What follows belongs to an exercise in optimizing a design on an open flow for a short achievable clock period and few clock cycles; a production flow would make more cautious choices. In this exercise RTL edits were held to simulation tests only and were not proved equivalent to the original. Power figures rest on the tool's default switching activity, not on a simulated workload.

$ cat run.sh
#!/bin/bash
# synth_recipe.tcl (not shown) runs the flow's synth.tcl, then flattens the netlist and writes it again
# the make line also repeats each setting of config.mk as NAME=value (left out here)
make -C /OpenROAD-flow-scripts/flow DESIGN_CONFIG=/design/flow/config.mk WORK_HOME=/design/flow/orfs CLKGATE_MAP_FILE= SYNTH_SCRIPT=/design/flow/synth_recipe.tcl finish
$ cat config.mk
export PLATFORM = sky130hd
export DESIGN_NAME = cpu
export DESIGN_NICKNAME = cpu
export VERILOG_FILES = /design/flow/design.v
export SDC_FILE = /design/flow/constraint.sdc
export NUM_CORES = 4
export LEC_CHECK = 0
export CAP_MARGIN = 20
export CORE_MARGIN = 2
export CORE_UTILIZATION = 30
export SETUP_SLACK_MARGIN = 5
export SLEW_MARGIN = 20
$ cat constraint.sdc
create_clock -name core_clock -period 12.0 [get_ports {clock}]
set_input_delay 2.4000 -clock core_clock [delete_from_list [all_inputs] [get_ports {clock}]]
set_output_delay 2.4000 -clock core_clock [all_outputs]
set_load 0.01 [all_outputs]
$ cat design.v
module cpu(
    input  wire        clock,
    input  wire        reset,
    output wire [31:0] mem_addr,
    output wire        mem_wr,
    output wire [31:0] mem_wdata,
    input  wire [31:0] mem_rdata
);
    localparam QN = 6;
    localparam PRED_BNE = 0;
    reg  [31:0] fpc;
    reg         s1_v, s2_v;
    reg  [31:0] s1_pc4, s2_pc4;
    reg  [31:0] s1_pc, s2_pc;
    reg         s1_bp, s2_bp;
    localparam BN = 64;
    reg         bt_v   [0:BN-1];
    reg  [25:0] bt_tag [0:BN-1];
    reg  [31:0] bt_tgt [0:BN-1];
    reg  [31:0] q_ir  [0:QN-1];
    reg  [31:0] q_pc4 [0:QN-1];
    reg  [31:0] q_pc  [0:QN-1];
    reg         q_bp  [0:QN-1];
    reg  [10:0] q_pd  [0:QN-1];      
    reg  [2:0]  q_cnt;
    reg         dreq, dwr;
    reg  [31:0] daddr;
    reg  [31:0] wmerge;
    reg  [1:0]  sbs;
    reg  [31:0] sb_b;
    reg         sb_h;
    reg  [1:0]  xst;
    reg  [7:0]  xvq;
    reg  [31:0] hi, lo, epc;
    reg         ex_v;
    reg  [2:0]  ex_fn;
    reg  [1:0]  ex_sht;
    reg         ex_shv;
    reg  [4:0]  ex_sa;
    reg         ex_ovf;
    reg         ex_alu;
    reg  [4:0]  ex_dst;
    reg  [31:0] ex_a, ex_b;
    reg  [1:0]  ex_fa, ex_fb;
    reg  [31:0] ex_pc4, ex_btgt;
    reg         ex_pred;
    reg  [31:0] ex_pc;
    reg         ex_bp, ex_jj;
    reg  [1:0]  ex_brt;
    reg         ex_br, ex_jr, ex_rte, ex_ld, ex_sw, ex_shb, ex_hsel, ex_sram;
    reg         ex_mult, ex_div, ex_divm, ex_undef;
    reg  [1:0]  ex_ltype;
    reg  [1:0]  ex_cyc;
    reg  [4:0]  sram_amt;
    reg  [31:0] dv_b;
    reg  [31:0] wb_q, ld_q;
    reg         ld1_v, ld2_v;
    reg  [4:0]  ld1_rd, ld2_rd;
    reg  [1:0]  ld1_t, ld2_t;
    wire [31:0] rf [0:31];
    wire        mul_busy, mul_fin, div_busy, div_fin;
    wire [63:0] mul_prod;
    wire [31:0] div_q, div_r;
    wire        md_busy = mul_busy | div_busy;
    wire        h_v   = (q_cnt != 3'd0);
    wire [31:0] h_ir  = q_ir[0];
    wire [31:0] h_pc4 = q_pc4[0];
    wire [31:0] h_pc  = q_pc[0];
    wire        h_bp  = q_bp[0];
    wire [10:0] h_pd  = q_pd[0];
    wire        p_use_rs = h_pd[10];
    wire        p_use_rt = h_pd[9];
    wire        p_wr     = h_pd[8];
    wire [4:0]  p_dst    = h_pd[7:3];
    wire        p_mem    = h_pd[2];
    wire        p_divm   = h_pd[1];
    wire        p_md     = h_pd[0];
    wire [5:0]  op  = h_ir[31:26];
    wire [5:0]  fn  = h_ir[5:0];
    wire [4:0]  rs  = h_ir[25:21];
    wire [4:0]  rt  = h_ir[20:16];
    wire [4:0]  rd  = h_ir[15:11];
    wire [4:0]  sa  = h_ir[10:6];
    wire [15:0] imm = h_ir[15:0];
    wire [31:0] simm = {{16{imm[15]}}, imm};
    wire isR     = (op == 6'h00);
    wire d_add   = isR & (fn == 6'h20);
    wire d_sub   = isR & (fn == 6'h22);
    wire d_and   = isR & (fn == 6'h24);
    wire d_slt   = isR & (fn == 6'h2a);
    wire d_sll   = isR & (fn == 6'h00);
    wire d_srl   = isR & (fn == 6'h02);
    wire d_sra   = isR & (fn == 6'h03);
    wire d_sllv  = isR & (fn == 6'h04);
    wire d_srav  = isR & (fn == 6'h07);
    wire d_mult  = isR & (fn == 6'h18);
    wire d_div   = isR & (fn == 6'h1a);
    wire d_divm  = isR & (fn == 6'h05);
    wire d_mfhi  = isR & (fn == 6'h10);
    wire d_mflo  = isR & (fn == 6'h12);
    wire d_jr    = isR & (fn == 6'h08);
    wire d_rte   = isR & (fn == 6'h13);
    wire d_addi  = (op == 6'h08);
    wire d_addiu = (op == 6'h09);
    wire d_slti  = (op == 6'h0a);
    wire d_lui   = (op == 6'h0f);
    wire d_br    = (op[5:2] == 4'b0001);
    wire d_lw    = (op == 6'h23);
    wire d_lh    = (op == 6'h21);
    wire d_lb    = (op == 6'h20);
    wire d_sw    = (op == 6'h2b);
    wire d_sh    = (op == 6'h29);
    wire d_sb    = (op == 6'h28);
    wire d_sram  = (op == 6'h01);
    wire d_jal   = (op == 6'h03);
    wire d_j     = (op == 6'h02);
    wire d_ld    = d_lw | d_lh | d_lb;
    wire d_known = isR | d_addi | d_addiu | d_slti | d_lui | d_br | d_ld |
                   d_sw | d_sh | d_sb | d_sram | d_j | d_jal;
    wire d_undef = ~d_known;
    wire d_shimm = d_sll | d_srl | d_sra;
    wire d_shv   = d_sllv | d_srav;
    wire d_ralu  = d_add | d_sub | d_and | d_slt | d_shimm | d_shv | d_mfhi | d_mflo;
    wire d_iimm  = d_addi | d_addiu | d_slti;
    wire d_alu   = d_ralu | d_iimm | d_lui | d_jal;
    wire d_mem   = d_ld | d_sw | d_sh | d_sb | d_sram;
    wire d_use_rs = d_add | d_sub | d_and | d_slt | d_shv | d_mult | d_div | d_divm |
                    d_jr | d_iimm | d_br | d_mem;
    wire d_use_rt = d_add | d_sub | d_and | d_slt | d_shimm | d_shv | d_mult | d_div |
                    d_divm | d_br | d_sw | d_sh | d_sb | d_sram;
    wire d_wr    = d_alu | d_ld | d_sram;
    wire [4:0] d_dst = d_ralu ? rd : (d_jal ? 5'd31 : rt);
    wire d_md    = d_mult | d_div | d_divm | d_mfhi | d_mflo;
    wire d_bpred = d_br & (imm[15] | (PRED_BNE != 0 && op[1:0] == 2'b01));
    wire d_pred  = d_bpred & ~h_bp;      
    wire [31:0] id_jtgt = {h_pc4[31:28], rt, rs, imm, 2'b00};
    wire [31:0] rfa = rf[rs];
    wire [31:0] rfb = rf[rt];
    wire [31:0] id_btgt, id_addr;
    wire        id_c0, id_c1;
    pfx_add #(32) u_btgt (.a(h_pc4), .b({simm[29:0], 2'b00}), .ci(1'b0), .s(id_btgt), .co(id_c0));
    pfx_add #(32) u_addr (.a(rfa), .b(simm), .ci(1'b0), .s(id_addr), .co(id_c1));
    wire ex_last  = ~(ex_sram | ex_divm) | (ex_cyc == 2'd3);
    wire sb_pend  = (ex_v & ex_shb) | (sbs == 2'd1) | (sbs == 2'd2);
    wire ex_adv   = (xst == 2'd0) & (~ex_v | ex_last);
    wire ex_wen   = ex_v & (ex_alu | (ex_sram & (ex_cyc == 2'd3)));
    wire ld0_v    = ex_v & ex_ld;
    wire hz_rs_p  = (ld0_v & (ex_dst == rs)) | (ld1_v & (ld1_rd == rs));
    wire hz_rt_p  = (ld0_v & (ex_dst == rt)) | (ld1_v & (ld1_rd == rt));
    wire hz_ds_p  = (ld0_v & (ex_dst == p_dst)) | (ld1_v & (ld1_rd == p_dst));
    wire fa_alu   = ex_wen & (ex_dst == rs);
    wire fb_alu   = ex_wen & (ex_dst == rt);
    wire fa_ld    = ld2_v & (ld2_rd == rs);
    wire fb_ld    = ld2_v & (ld2_rd == rt);
    wire md_bz    = md_busy | (ex_v & (ex_mult | ex_div | ex_divm));
    wire stall = ~ex_adv
               | (p_use_rs & hz_rs_p) | (p_use_rt & hz_rt_p) | (p_wr & hz_ds_p)
               | (p_mem & (fa_alu | fa_ld))
               | (p_divm & (fa_alu | fa_ld | fb_alu | fb_ld))
               | (p_md & md_bz)
               | ((p_mem | p_divm) & sb_pend);
    wire id_go = h_v & ~stall;           
    wire [31:0] a_f = ex_fa[1] ? wb_q : (ex_fa[0] ? ld_q : ex_a);
    wire [31:0] b_f = ex_fb[1] ? wb_q : (ex_fb[0] ? ld_q : ex_b);
    wire [31:0] sum, dif;
    wire        sum_c, dif_c;
    pfx_add #(32) u_sum (.a(a_f), .b(b_f),  .ci(1'b0), .s(sum), .co(sum_c));
    pfx_add #(32) u_dif (.a(a_f), .b(~b_f), .ci(1'b1), .s(dif), .co(dif_c));
    wire ovf_add = (a_f[31] == b_f[31]) & (sum[31] != a_f[31]);
    wire ovf_sub = (a_f[31] != b_f[31]) & (dif[31] != a_f[31]);
    wire lt  = dif[31] ^ ovf_sub;
    wire eq  = (a_f == b_f);
    wire gt  = ~lt & ~eq;
    wire [31:0] sh_src = ex_shv ? a_f : b_f;
    wire [4:0]  sh_amt = ex_shv ? b_f[4:0] : ex_sa;
    reg  [31:0] sh_out;
    always @(*) begin
        case (ex_sht)
            2'd0:    sh_out = sh_src << sh_amt;
            2'd1:    sh_out = sh_src >> sh_amt;
            default: sh_out = $signed(sh_src) >>> sh_amt;
        endcase
    end
    reg [31:0] alu_out;
    always @(*) begin
        case (ex_fn)
            3'd0:    alu_out = sum;
            3'd1:    alu_out = dif;
            3'd2:    alu_out = a_f & b_f;
            3'd3:    alu_out = {31'd0, lt};
            3'd4:    alu_out = b_f;
            default: alu_out = sh_out;
        endcase
    end
    wire [31:0] sram_out = $signed(ex_b) >>> sram_amt;
    wire [31:0] ex_res = ex_sram ? sram_out : alu_out;
    wire ovf = ex_fn[0] ? ovf_sub : ovf_add;
    reg  taken;
    always @(*) begin
        case (ex_brt)
            2'd0: taken = eq;
            2'd1: taken = ~eq;
            2'd2: taken = ~gt;
            default: taken = gt;
        endcase
    end
    wire divm_x = ex_divm & (ex_cyc == 2'd3) & ((dv_b == 32'd0) | (ex_b == 32'd0));
    wire x_ovf  = ex_alu & ex_ovf & ovf;
    wire x_div0 = (ex_div & (b_f == 32'd0)) | divm_x;
    wire exc    = ex_v & (x_ovf | x_div0 | ex_undef);
    wire [7:0] xvec = ex_undef ? 8'd253 : (x_ovf ? 8'd254 : 8'd255);
    wire bp_bad = ex_bp & ~ex_br & ~ex_jj;
    wire redir  = ex_v & ((ex_br & (taken != ex_pred)) | ex_jr | ex_rte | bp_bad);
    wire [31:0] redir_tgt = ex_jr ? a_f : (ex_rte ? epc : (ex_pred ? ex_pc4 : ex_btgt));
    wire kill   = redir | exc;
    wire issue  = id_go & ~kill;          
    wire id_red = id_go & d_pred;         
    wire [3:0] inflight = {3'b000, s1_v} + {3'b000, s2_v};
    wire room     = ({1'b0, q_cnt} + inflight) < QN;
    wire fetch_go = ~dreq & room & (xst == 2'd0);
    wire [31:0] fpc4;
    wire        fpc_c;
    pfx_add #(32) u_fpc4 (.a(fpc), .b(32'd4), .ci(1'b0), .s(fpc4), .co(fpc_c));
    wire enq      = s2_v;
    wire [10:0] pd_in;
    mips_pdec u_pdec (.ir(mem_rdata), .pd(pd_in));
    wire enq_j    = s2_v & ~s2_bp & (mem_rdata[31:27] == 5'b00001);
    wire [5:0]  bt_i   = fpc[7:2];
    wire        bt_hit = bt_v[bt_i] & (bt_tag[bt_i] == {fpc[31:8], fpc[1:0]});
    wire [31:0] bt_t   = bt_tgt[bt_i];
    wire        bt_ins_d = ex_v & ((ex_br & taken) | ex_jj);
    wire        bt_del_d = ex_v & ex_bp & ~(ex_br & taken) & ~ex_jj;
    reg         bt_ins, bt_del;
    reg  [31:0] bt_wpc, bt_wtg;
    wire [5:0]  bt_wi  = bt_wpc[7:2];
    wire [31:0] j_tgt = {s2_pc4[31:28], mem_rdata[20:16], mem_rdata[25:21], mem_rdata[15:0], 2'b00};
    wire any_red  = kill | id_red | enq_j;
    wire xfin     = (xst == 2'd3);
    wire deq = id_go;
    wire [2:0] cnt_after_deq = q_cnt - {2'b00, deq};
    integer k;
    always @(posedge clock or posedge reset) begin
        if (reset) begin
            fpc <= 32'd0;
            s1_v <= 1'b0; s2_v <= 1'b0;
            s1_pc4 <= 32'd0; s2_pc4 <= 32'd0;
            s1_pc <= 32'd0; s2_pc <= 32'd0; s1_bp <= 1'b0; s2_bp <= 1'b0;
            q_cnt <= 3'd0;
            for (k = 0; k < QN; k = k + 1) begin
                q_ir[k]  <= 32'd0;
                q_pc4[k] <= 32'd0;
                q_pc[k]  <= 32'd0;
                q_bp[k]  <= 1'b0;
                q_pd[k]  <= 11'd0;
            end
        end else begin
            if (kill)
                fpc <= exc ? fpc : redir_tgt;
            else if (xfin)
                fpc <= {24'd0, mem_rdata[7:0]};
            else if (id_red)
                fpc <= id_btgt;
            else if (enq_j)
                fpc <= j_tgt;
            else if (fetch_go)
                fpc <= bt_hit ? bt_t : fpc4;
            s1_v   <= fetch_go & ~any_red;
            s1_pc4 <= fpc4;
            s1_pc  <= fpc;
            s1_bp  <= bt_hit;
            s2_pc  <= s1_pc;
            s2_bp  <= s1_bp;
            s2_v   <= s1_v & ~any_red;
            s2_pc4 <= s1_pc4;
            if (kill | id_red)
                q_cnt <= 3'd0;
            else
                q_cnt <= cnt_after_deq + {2'b00, enq};
            for (k = 0; k < QN; k = k + 1) begin
                if (enq && cnt_after_deq == k) begin
                    q_ir[k]  <= mem_rdata;
                    q_pc4[k] <= s2_pc4;
                    q_pc[k]  <= s2_pc;
                    q_bp[k]  <= s2_bp;
                    q_pd[k]  <= pd_in;
                end else if (deq && k < QN - 1) begin
                    q_ir[k]  <= q_ir[k+1];
                    q_pc4[k] <= q_pc4[k+1];
                    q_pc[k]  <= q_pc[k+1];
                    q_bp[k]  <= q_bp[k+1];
                    q_pd[k]  <= q_pd[k+1];
                end
            end
        end
    end
    always @(posedge clock or posedge reset) begin
        if (reset) begin
            ex_v <= 1'b0;
            ex_fn <= 3'd0; ex_sht <= 2'd0; ex_shv <= 1'b0; ex_sa <= 5'd0;
            ex_ovf <= 1'b0; ex_alu <= 1'b0; ex_dst <= 5'd0;
            ex_a <= 32'd0; ex_b <= 32'd0; ex_fa <= 2'd0; ex_fb <= 2'd0;
            ex_pc4 <= 32'd0; ex_btgt <= 32'd0; ex_pred <= 1'b0; ex_brt <= 2'd0;
            ex_pc <= 32'd0; ex_bp <= 1'b0; ex_jj <= 1'b0;
            ex_br <= 1'b0; ex_jr <= 1'b0; ex_rte <= 1'b0; ex_ld <= 1'b0; ex_sw <= 1'b0;
            ex_shb <= 1'b0; ex_hsel <= 1'b0; ex_sram <= 1'b0;
            ex_mult <= 1'b0; ex_div <= 1'b0; ex_divm <= 1'b0; ex_undef <= 1'b0;
            ex_ltype <= 2'd0; ex_cyc <= 2'd0;
        end else if (ex_adv) begin
            ex_v    <= issue;
            ex_cyc  <= 2'd0;
            ex_fn   <= (d_add | d_addi | d_addiu) ? 3'd0 :
                       d_sub ? 3'd1 : d_and ? 3'd2 : (d_slt | d_slti) ? 3'd3 :
                       (d_shimm | d_shv) ? 3'd5 : 3'd4;
            ex_sht  <= (d_sll | d_sllv) ? 2'd0 : d_srl ? 2'd1 : 2'd2;
            ex_shv  <= d_shv;
            ex_sa   <= sa;
            ex_ovf  <= d_add | d_sub | d_addi;
            ex_alu  <= d_alu;
            ex_dst  <= d_dst;
            ex_a    <= rfa;
            ex_b    <= d_lui  ? {imm, 16'd0} :
                       d_jal  ? h_pc4 :
                       d_mfhi ? hi :
                       d_mflo ? lo :
                       d_iimm ? simm : rfb;
            ex_fa   <= {fa_alu, fa_ld & ~fa_alu};
            ex_fb   <= (d_lui | d_jal | d_mfhi | d_mflo | d_iimm) ? 2'b00 : {fb_alu, fb_ld & ~fb_alu};
            ex_pc4  <= h_pc4;
            ex_btgt <= (d_j | d_jal) ? id_jtgt : id_btgt;
            ex_pred <= d_bpred | h_bp;
            ex_pc   <= h_pc;
            ex_bp   <= h_bp;
            ex_jj   <= d_j | d_jal;
            ex_brt  <= op[1:0];
            ex_br   <= d_br;
            ex_jr   <= d_jr;
            ex_rte  <= d_rte;
            ex_ld   <= d_ld;
            ex_sw   <= d_sw;
            ex_shb  <= d_sh | d_sb;
            ex_hsel <= d_sh;
            ex_sram <= d_sram;
            ex_mult <= d_mult;
            ex_div  <= d_div;
            ex_divm <= d_divm;
            ex_undef <= d_undef;
            ex_ltype <= d_lw ? 2'd0 : d_lh ? 2'd1 : 2'd2;
        end else begin
            if (ex_v) begin
                ex_cyc <= ex_cyc + 2'd1;
                ex_a   <= a_f;
                ex_b   <= b_f;
                ex_fa  <= 2'd0;
                ex_fb  <= 2'd0;
            end
        end
    end
    wire iss_port = issue & (d_mem | d_divm);
    wire [31:0] ld_data = (ld2_t == 2'd0) ? mem_rdata :
                          (ld2_t == 2'd1) ? {16'd0, mem_rdata[15:0]} : {24'd0, mem_rdata[7:0]};
    always @(posedge clock or posedge reset) begin
        if (reset) begin
            dreq <= 1'b0; dwr <= 1'b0; daddr <= 32'd0; wmerge <= 32'd0;
            xst <= 2'd0; xvq <= 8'd0;
            sbs <= 2'd0; sb_b <= 32'd0; sb_h <= 1'b0;
            hi <= 32'd0; lo <= 32'd0; epc <= 32'd0;
            sram_amt <= 5'd0; dv_b <= 32'd0;
            wb_q <= 32'd0; ld_q <= 32'd0;
            ld1_v <= 1'b0; ld2_v <= 1'b0; ld1_rd <= 5'd0; ld2_rd <= 5'd0;
            ld1_t <= 2'd0; ld2_t <= 2'd0;
        end else begin
            if (ex_v & ex_divm & (ex_cyc == 2'd0)) begin
                dreq  <= 1'b1;
                dwr   <= 1'b0;
                daddr <= ex_a;
            end else if (sbs == 2'd2) begin
                dreq  <= 1'b1;
                dwr   <= 1'b1;
            end else if (ex_adv) begin
                dreq  <= iss_port;
                dwr   <= issue & d_sw;
                if (~sb_pend)
                    daddr <= d_divm ? rfb : id_addr;
            end else begin
                dreq  <= 1'b0;
                dwr   <= 1'b0;
            end
            if (ex_v & ex_shb) begin
                sbs  <= 2'd1;
                sb_b <= b_f;
                sb_h <= ex_hsel;
            end else if (sbs != 2'd0)
                sbs  <= sbs + 2'd1;
            if (sbs == 2'd2)
                wmerge <= sb_h ? {mem_rdata[31:16], sb_b[15:0]} : {mem_rdata[31:8], sb_b[7:0]};
            if (xst == 2'd0)
                xvq <= xvec;
            if (exc)
                xst <= 2'd1;
            else if (xst != 2'd0 && !(xst == 2'd1 && dreq))
                xst <= xst + 2'd1;      
            if (exc)
                epc <= ex_pc;
            if (ex_v & ex_sram & (ex_cyc == 2'd2))
                sram_amt <= mem_rdata[4:0];
            if (ex_v & ex_divm & (ex_cyc == 2'd2))
                dv_b <= mem_rdata;
            ld1_v  <= ex_v & ex_ld;
            ld1_rd <= ex_dst;
            ld1_t  <= ex_ltype;
            ld2_v  <= ld1_v;
            ld2_rd <= ld1_rd;
            ld2_t  <= ld1_t;
            wb_q   <= ex_res;
            ld_q   <= ld_data;
            if (mul_fin) begin
                hi <= mul_prod[63:32];
                lo <= mul_prod[31:0];
            end else if (div_fin) begin
                hi <= div_r;
                lo <= div_q;
            end
        end
    end
    assign mem_addr  = dreq ? daddr : ((xst == 2'd1) ? {24'd0, xvq} : fpc);
    assign mem_wr    = dwr;
    assign mem_wdata = (sbs == 2'd3) ? wmerge : b_f;
    integer bk;
    always @(posedge clock or posedge reset) begin
        if (reset) begin
            for (bk = 0; bk < BN; bk = bk + 1) begin
                bt_v[bk]   <= 1'b0;
                bt_tag[bk] <= 26'd0;
                bt_tgt[bk] <= 32'd0;
            end
            bt_ins <= 1'b0; bt_del <= 1'b0; bt_wpc <= 32'd0; bt_wtg <= 32'd0;
        end else begin
            bt_ins <= bt_ins_d;
            bt_del <= bt_del_d;
            bt_wpc <= ex_pc;
            bt_wtg <= ex_btgt;
            for (bk = 0; bk < BN; bk = bk + 1) begin
                if (bt_ins && bt_wi == bk) begin
                    bt_v[bk]   <= 1'b1;
                    bt_tag[bk] <= {bt_wpc[31:8], bt_wpc[1:0]};
                    bt_tgt[bk] <= bt_wtg;
                end else if (bt_del && bt_wi == bk) begin
                    bt_v[bk]   <= 1'b0;
                end
            end
        end
    end
    genvar gi;
    generate
        for (gi = 0; gi < 32; gi = gi + 1) begin : g_rf
            reg [31:0] r;
            always @(posedge clock or posedge reset) begin
                if (reset)
                    r <= (gi == 29) ? 32'd227 : 32'd0;
                else if (ex_wen && ex_dst == gi)
                    r <= ex_res;
                else if (ld2_v && ld2_rd == gi)
                    r <= ld_data;
            end
            assign rf[gi] = r;
        end
    endgenerate
    wire mul_start  = ex_v & ex_mult;
    wire div_start  = ex_v & ((ex_div & (b_f != 32'd0)) |
                              (ex_divm & (ex_cyc == 2'd3) & ~divm_x));
    wire [31:0] div_b = ex_divm ? dv_b : b_f;
    mips_mul u_mul (
        .clk(clock), .rst(reset), .start(mul_start), .a(a_f), .b(b_f),
        .busy(mul_busy), .fin(mul_fin), .prod(mul_prod)
    );
    mips_div u_div (
        .clk(clock), .rst(reset), .start(div_start), .a_fw(a_f), .a_raw(mem_rdata),
        .use_raw(ex_divm), .b(div_b),
        .busy(div_busy), .fin(div_fin), .q(div_q), .r(div_r)
    );
endmodule
module mips_pdec (
    input  wire [31:0] ir,
    output wire [10:0] pd
);
    wire [5:0] op = ir[31:26];
    wire [5:0] fn = ir[5:0];
    wire isR     = (op == 6'h00);
    wire d_add   = isR & (fn == 6'h20);
    wire d_sub   = isR & (fn == 6'h22);
    wire d_and   = isR & (fn == 6'h24);
    wire d_slt   = isR & (fn == 6'h2a);
    wire d_shimm = isR & ((fn == 6'h00) | (fn == 6'h02) | (fn == 6'h03));
    wire d_shv   = isR & ((fn == 6'h04) | (fn == 6'h07));
    wire d_mult  = isR & (fn == 6'h18);
    wire d_div   = isR & (fn == 6'h1a);
    wire d_divm  = isR & (fn == 6'h05);
    wire d_mfhi  = isR & (fn == 6'h10);
    wire d_mflo  = isR & (fn == 6'h12);
    wire d_jr    = isR & (fn == 6'h08);
    wire d_iimm  = (op == 6'h08) | (op == 6'h09) | (op == 6'h0a);
    wire d_lui   = (op == 6'h0f);
    wire d_br    = (op[5:2] == 4'b0001);
    wire d_ld    = (op == 6'h23) | (op == 6'h21) | (op == 6'h20);
    wire d_st    = (op == 6'h2b) | (op == 6'h29) | (op == 6'h28);
    wire d_sram  = (op == 6'h01);
    wire d_jal   = (op == 6'h03);
    wire d_mem   = d_ld | d_st | d_sram;
    wire d_ralu  = d_add | d_sub | d_and | d_slt | d_shimm | d_shv | d_mfhi | d_mflo;
    wire d_alu   = d_ralu | d_iimm | d_lui | d_jal;
    wire use_rs  = d_add | d_sub | d_and | d_slt | d_shv | d_mult | d_div | d_divm |
                   d_jr | d_iimm | d_br | d_mem;
    wire use_rt  = d_add | d_sub | d_and | d_slt | d_shimm | d_shv | d_mult | d_div |
                   d_divm | d_br | d_st | d_sram;
    wire wr      = d_alu | d_ld | d_sram;
    wire [4:0] dst = d_ralu ? ir[15:11] : (d_jal ? 5'd31 : ir[20:16]);
    wire md      = d_mult | d_div | d_divm | d_mfhi | d_mflo;
    assign pd = {use_rs, use_rt, wr, dst, d_mem, d_divm, md};
endmodule
module mips_mul (
    input  wire        clk,
    input  wire        rst,
    input  wire        start,
    input  wire [31:0] a,
    input  wire [31:0] b,
    output reg         busy,
    output wire        fin,
    output wire [63:0] prod
);
    reg  [63:0] ash;           
    reg  [32:0] mb;            
    reg  [63:0] acs, acc;      
    reg         negf;
    reg         ph;            
    wire [7:0]  d     = mb[7:0];
    wire        rz    = (mb[32:8] == 25'd0);
    wire        ro    = (&mb[32:8]);
    wire        last  = rz | ro;
    wire [63:0] p0 = d[0] ? ash                 : 64'd0;
    wire [63:0] p1 = d[1] ? {ash[62:0], 1'b0}   : 64'd0;
    wire [63:0] p2 = d[2] ? {ash[61:0], 2'b0}   : 64'd0;
    wire [63:0] p3 = d[3] ? {ash[60:0], 3'b0}   : 64'd0;
    wire [63:0] p4 = d[4] ? {ash[59:0], 4'b0}   : 64'd0;
    wire [63:0] p5 = d[5] ? {ash[58:0], 5'b0}   : 64'd0;
    wire [63:0] p6 = d[6] ? {ash[57:0], 6'b0}   : 64'd0;
    wire [63:0] p7 = d[7] ? {ash[56:0], 7'b0}   : 64'd0;
    wire [63:0] p8 = ro   ? ~{ash[55:0], 8'b0}  : 64'd0;    
    wire [63:0] l1a_s = acs ^ acc ^ p0;
    wire [63:0] l1a_c = ((acs & acc) | (acs & p0) | (acc & p0)) << 1;
    wire [63:0] l1b_s = p1 ^ p2 ^ p3;
    wire [63:0] l1b_c = ((p1 & p2) | (p1 & p3) | (p2 & p3)) << 1;
    wire [63:0] l1c_s = p4 ^ p5 ^ p6;
    wire [63:0] l1c_c = ((p4 & p5) | (p4 & p6) | (p5 & p6)) << 1;
    wire [63:0] l2a_s = l1a_s ^ l1a_c ^ l1b_s;
    wire [63:0] l2a_c = ((l1a_s & l1a_c) | (l1a_s & l1b_s) | (l1a_c & l1b_s)) << 1;
    wire [63:0] l2b_s = l1b_c ^ l1c_s ^ l1c_c;
    wire [63:0] l2b_c = ((l1b_c & l1c_s) | (l1b_c & l1c_c) | (l1c_s & l1c_c)) << 1;
    wire [63:0] l3a_s = l2a_s ^ l2a_c ^ l2b_s;
    wire [63:0] l3a_c = ((l2a_s & l2a_c) | (l2a_s & l2b_s) | (l2a_c & l2b_s)) << 1;
    wire [63:0] l3b_s = l2b_c ^ p7 ^ p8;
    wire [63:0] l3b_c = ((l2b_c & p7) | (l2b_c & p8) | (p7 & p8)) << 1;
    wire [63:0] l4_s = l3a_s ^ l3a_c ^ l3b_s;
    wire [63:0] l4_c = ((l3a_s & l3a_c) | (l3a_s & l3b_s) | (l3a_c & l3b_s)) << 1;
    wire [63:0] l5_s = l4_s ^ l4_c ^ l3b_c;
    wire [63:0] l5_c = ((l4_s & l4_c) | (l4_s & l3b_c) | (l4_c & l3b_c)) << 1;
    assign fin  = busy & ph;
    wire        prod_c;
    pfx_add #(64) u_cpa (.a(acs), .b(acc), .ci(negf), .s(prod), .co(prod_c));
    always @(posedge clk or posedge rst) begin
        if (rst) begin
            busy <= 1'b0; ph <= 1'b0; ash <= 64'd0; mb <= 33'd0;
            acs <= 64'd0; acc <= 64'd0; negf <= 1'b0;
        end else if (start) begin
            busy <= 1'b1;
            ph   <= 1'b0;
            ash  <= {{32{a[31]}}, a};
            mb   <= {b[31] & (|b[30:0]), b};
            acs  <= 64'd0;
            acc  <= 64'd0;
            negf <= 1'b0;
        end else if (busy) begin
            if (ph) begin
                busy <= 1'b0;
                ph   <= 1'b0;
            end else begin
                acs  <= l5_s;
                acc  <= l5_c;
                negf <= ro;
                ash  <= {ash[55:0], 8'd0};
                mb   <= {{8{mb[32]}}, mb[32:8]};
                ph   <= last;
            end
        end
    end
endmodule
module mips_div (
    input  wire        clk,
    input  wire        rst,
    input  wire        start,
    input  wire [31:0] a_fw,
    input  wire [31:0] a_raw,
    input  wire        use_raw,
    input  wire [31:0] b,
    output reg         busy,
    output wire        fin,
    output wire [31:0] q,
    output wire [31:0] r
);
    reg  [31:0] d, qr, rem;
    reg  [33:0] d3;
    reg  [3:0]  cnt;
    wire [33:0] x1 = {rem, qr[31:30]};
    wire [34:0] x1a, x1b, x1c;
    wire        x1ac, x1bc, x1cc;
    pfx_add #(35) u1a (.a({1'b0, x1}), .b(~{3'b000, d}),      .ci(1'b1), .s(x1a), .co(x1ac));
    pfx_add #(35) u1b (.a({1'b0, x1}), .b(~{2'b00, d, 1'b0}), .ci(1'b1), .s(x1b), .co(x1bc));
    pfx_add #(35) u1c (.a({1'b0, x1}), .b(~{1'b0, d3}),       .ci(1'b1), .s(x1c), .co(x1cc));
    wire        ge1c = ~x1c[34], ge1b = ~x1b[34], ge1a = ~x1a[34];
    wire [31:0] r1 = ge1c ? x1c[31:0] : ge1b ? x1b[31:0] : ge1a ? x1a[31:0] : x1[31:0];
    wire [1:0]  k1 = ge1c ? 2'd3 : ge1b ? 2'd2 : ge1a ? 2'd1 : 2'd0;
    wire [31:0] q1 = {qr[29:0], k1};
    reg  [3:0]  hp;
    integer j;
    always @(*) begin
        hp = 4'd0;
        for (j = 1; j < 16; j = j + 1)
            if (a_fw[2*j+1 -: 2] != 2'b00) hp = j;
    end
    wire [31:0] a_norm = a_fw << {~hp, 1'b0};    
    wire [33:0] b3;
    wire        b3c;
    pfx_add #(34) u_b3 (.a({2'b00, b}), .b({1'b0, b, 1'b0}), .ci(1'b0), .s(b3), .co(b3c));
    assign fin = busy & (cnt == 4'd15);
    assign q   = q1;
    assign r   = r1;
    always @(posedge clk or posedge rst) begin
        if (rst) begin
            busy <= 1'b0; d <= 32'd0; d3 <= 34'd0; qr <= 32'd0; rem <= 32'd0; cnt <= 4'd0;
        end else if (start) begin
            busy <= 1'b1;
            d    <= b;
            d3   <= b3;
            qr   <= use_raw ? a_raw : a_norm;
            rem  <= 32'd0;
            cnt  <= use_raw ? 4'd0 : ~hp;
        end else if (busy) begin
            rem <= r1;
            qr  <= q1;
            cnt <= cnt + 4'd1;
            if (cnt == 4'd15)
                busy <= 1'b0;
        end
    end
endmodule
module pfx_add #(parameter W = 32) (
    input  wire [W-1:0] a,
    input  wire [W-1:0] b,
    input  wire         ci,
    output wire [W-1:0] s,
    output wire         co
);
    localparam L = (W >= 64) ? 7 : 6;    
    wire [W:0] g [0:L];
    wire [W:0] p [0:L];
    assign g[0] = {a & b, ci};
    assign p[0] = {a ^ b, 1'b0};
    genvar lv, i;
    generate
        for (lv = 0; lv < L; lv = lv + 1) begin : g_lv
            for (i = 0; i <= W; i = i + 1) begin : g_b
                if (i >= (1 << lv)) begin : g_op
                    assign g[lv+1][i] = g[lv][i] | (p[lv][i] & g[lv][i - (1 << lv)]);
                    assign p[lv+1][i] = p[lv][i] & p[lv][i - (1 << lv)];
                end else begin : g_pass
                    assign g[lv+1][i] = g[lv][i];
                    assign p[lv+1][i] = p[lv][i];
                end
            end
        end
    endgenerate
    assign s  = (a ^ b) ^ g[L][W-1:0];
    assign co = g[L][W];
endmodule
==> key figures <==
Yosys
  – YS warnings: 15
  – Synth cell types: 100
  – Synth area leaders: dfrtp_1 (48%), mux2_2 (14%), a22oi_1 (4.9%)
  – Syn avg cell area: 10.5 sq um
  – Synth Flop Type: dfrtp_1
  – Post-synth top area share: 0.483
  – Synthesized cell area: 338000 sq um
  – Net Count, Synth: 33100
  – Seq cells post-synth: 6529
  – Post-synthesis async set-or-reset flop share: 1.00
  – Number of synthesized flops with an enable pin: 0
  – Synth area leader: dfrtp_1
  – Mapped Cells: 32200
  – Seq/Total Area, Yosys: 0.483

Final layout
  – Commonest non-fill, non-tap cell in the layout: dfrtp_1
  – Fillers: 112000
  – Multi-input logic area: 163000 sq um
  – Share of layout cells above drive strength 1: 0.218
  – Register area: 164000 sq um
  – P&R area growth vs syn: 13.1%
  – Commonest non-fill, non-tap cells in the layout: dfrtp_1 (6446), mux2_2 (4064), nand2_1 (2868), a22oi_1 (2227), nor2_1 (2038)
  – Layout Nets: 32000

GRT
  – Pin count of the biggest net entering global routing: 200
  – Met1 Use GR: 0.359
  – Vias in the first global route: 278000
  – Global-route wire length before repair: 2330000 um
  – GR peak layer: met2
  – GRT Util Overall: 0.291
  – Total gr overflow: 0
  – Initial antenna violation count: 215
  – Met2 global-route usage: 0.407
  – GR met3 Demand/Resource: 0.119

Clock tree
  – Hold-fix buffers, CTS: 0
  – Worst-Skew Late Latency: 1.17 ns
  – Clock Pin Slew Worst Setup and Hold Paths: 0.07 ns
  – H-tree depth: 6
  – Buffers from clock root to sink, at most: 5
  – Clk sinks: 6529
  – Clock root buffer: clkbuf_16
  – CTS tree: yes
  – CTS buffer count: 675

Floorplan
  – Initial Utilization: 0.301
  – Die W: 1070 um
  – FP Rows: 390
  – Overall die area: 1140000 sq um
  – Die Span Y: 1070 um
  – Number of I/O pins: 99
  – Core box area: 1130000 sq um

Timing
  – Fin crit share: 0.590
  – Setup TNS: 0 ns
  – Skew final: 0.127 ns
  – Number of setup violations in the final report: 0
  – Max Fclk: 141 MHz
  – Slew Limit Headroom: 0.111
  – Final Hold Fails: 0
  – RSZ-0062 raised after global routing: yes
  – Tmin final: 7.08 ns
  – Final Slew Violations: 0
  – Slew @ Worst Pin: 1.33 ns

Critical path
  – Crit end category: flip-flop
  – CP max FO: 43
  – CP startpoint kind: flip-flop
  – Critical path class: reg2reg
  – WP data arrival: 8.07 ns
  – Worst EP required: 12.98 ns
  – Worst reg2reg setup slack: 4.92 ns

Pwr
  – Pwr Total: 99.1 mW
  – Leakage power: 173 nW
  – Clk pwr share: 0.227
  – Int Power: 52.3 mW
  – Reg power frac: 0.317
  – Net switching power: 46.8 mW
  – Peak supply drop: 0.558 mV
  – Pwr/cell area: 259 nW/um^2
  – Logic gate share of total power: 0.456
  – Net Sw Frac: 0.472

Place
  – Detailed Place HPWL: 1060000 um
  – RD Place Congestion: 1.04
  – I/O Buffers: 98

Detailed routing
  – DRT Pass-1 Iters: 14
  – DRC Markers: 0
  – DR vias: 295000
  – Detailed Route WL: 1720000 um
  – Initial drt markers: 48700
  – Via density: 6.30
  – Routed len/inst: 36.8 um
  – Antenna Violating Nets Remaining: 0

Outcome
  – Status: no timing/DRC/antenna violations

Hold path
  – Min-Delay Path Class: reg2reg

Run
  – Max cap viols: 0
==> cell usage after synthesis (267+ instances only) <==
library cell / number
fa_1: 535
nand2_1: 2954
a211oi_1: 819
clkbuf_1: 2275
nand4_1: 361
inv_1: 896
and2_1: 357
mux2_2: 4064
nor3_1: 267
ha_1: 355
a21oi_1: 1885
buf_1: 579
nor2_1: 2206
o21ai_0: 1456
dfrtp_1: 6524
and3_1: 297
a22oi_1: 2228
mux2i_1: 952
a31oi_1: 277
nand3_1: 335
==> power groups by stage <==
stage                     sequential (mW)  clock, mW  combinational [mW]
after floorplan                      29.6          0                25.2
after global placement               31.3          0                42.0
after detailed placement             31.4          0                42.3
after CTS                            31.1       22.5                42.7
after global routing                 31.7       23.4                46.3
final                                31.4       22.5                45.2
==> final cells by class <==
class / count / share of cell area
Clock buffer: 991 / 0.0526
Clock inverter: 212 / 0.00717
Antenna cell: 242 / 0.00158
Multi-Input combinational cell: 21800 / 0.426
Tap cell: 14900 / 0.0487
Inverter: 902 / 0.00887
Timing Repair Buffer: 1191 / 0.0271
Sequential cell: 6529 / 0.428
==> what timing repair did <==
item                                    4_1_cts  5_1_grt
setup buffers                                17       23
endpoints found under the setup margin      112       74
gates resized for setup                      71       38
cloned                                        4        0
pin swaps                                    13       17
==> registers in the layout (all words and copies together), names as in the netlist, 33 cells and up <==
| register | cells |
|---|---|
| g_rf.r | 1024 |
| q_pc4 | 186 |
| bt_tgt | 2048 |
| u_mul.acs | 64 |
| q_pc | 186 |
| u_mul.ash | 64 |
| q_ir | 192 |
| bt_tag | 1664 |
| q_pd | 66 |
| u_div.d3 | 34 |
| bt_v | 64 |
| u_mul.mb | 33 |
| u_mul.acc | 62 |
==> routing by layer <==
metal  vias to the layer above  wire [um]
li1                     114000          -
met1                    149000     624000
met2                     24100     691000
met3                      7202     244000
met4                       133     155000
met5                         -       2610
==> path summary, 6_finish.rpt <==
path / startpoint / endpoint / cells after the start
worst max-delay path: fpc[6] / fpc[17] / 17
worst min-delay path: s1_pc4[25] / s2_pc4[25] / 0
worst max register to register: fpc[6] / fpc[17] / 17
worst min register to register: s1_pc4[25] / s2_pc4[25] / 0
max in group asynchronous: reset / bt_tag[19][12] / 7
min in group asynchronous: reset / u_mul.ash[48] / 2
==> worst max-delay path, stage by stage (launching register included) <==
cell,delay (ns)
dfrtp_2,0.34
buf_4,0.46
and2_1,0.23
buf_4,0.44
and2_4,0.85
buf_4,0.71
a22oi_1,0.22
nand4_1,0.31
nor4_1,0.11
a31oi_1,0.85
xnor2_1,0.23
nand4_1,0.24
nor4_4,0.29
buf_4,0.20
nand2_4,0.27
a2111o_1,0.58
a31oi_1,0.25
a22oi_1,0.09
==> stage by stage <==
| stage | std cells | worst slack [ns] | instance area, sq um | hold slack [ns] | utilization |
|---|---|---|---|---|---|
| 6_report | 46700 | 4.92 | 383000 | 0.345 | 0.340 |
| 3_5_place_dp | 45200 | 2.99 | 358000 | 0.335 | 0.318 |
| 3_3_place_gp | 45200 | 2.66 | 358000 | 0.332 | 0.318 |
| 5_1_grt | 46600 | 4.95 | 382000 | 0.348 | 0.339 |
| 2_1_floorplan | 32200 | -81.51 | 338000 | 0.331 | - |
| 4_1_cts | 46500 | 5.01 | 381000 | 0.338 | 0.339 |
==> kinds of logic after synthesis <==
logic type | Yosys count | synth area share
xor+xnor | 353 | 0.00914
mux | 5042 | 0.165
flops | 6529 | 0.483
buf+inv | 3889 | 0.0438
simple gates | 7362 | 0.0964
compound gates | 8128 | 0.158
fa+ha+maj | 890 | 0.0448
Testbench counts, summed over its fixed seeds: cycles 404,789.

[re-timing with driven ports]
No port has a modelled driver above. Below, the same layout with a new extraction and two added sets of constraints.
Step 1 (the two cells are an assumption about what drives the block):
set clk [get_ports {clock}]
set_driving_cell -lib_cell sky130_fd_sc_hd__clkbuf_16 $clk
set_driving_cell -lib_cell sky130_fd_sc_hd__buf_2 [delete_from_list [all_inputs] $clk]
Step 2 adds t to the input delays and takes it off the output delays; t is the mean of the earliest and latest rising clock arrival at the registers after step 1. Input paths then give back, and output paths get back, about the clock's delay inside the block.
Three values: no drivers, after step 1, after step 2; two values: the first two.
t (ns): 1.268
setup slack, ns: 4.915 / 4.889 / 4.915
worst setup path after step 2: register to register
After both steps this run still meets setup and hold. For this run, drivers alone change the setup slack by -0.026 ns; drivers and shift together by 0.000 ns.
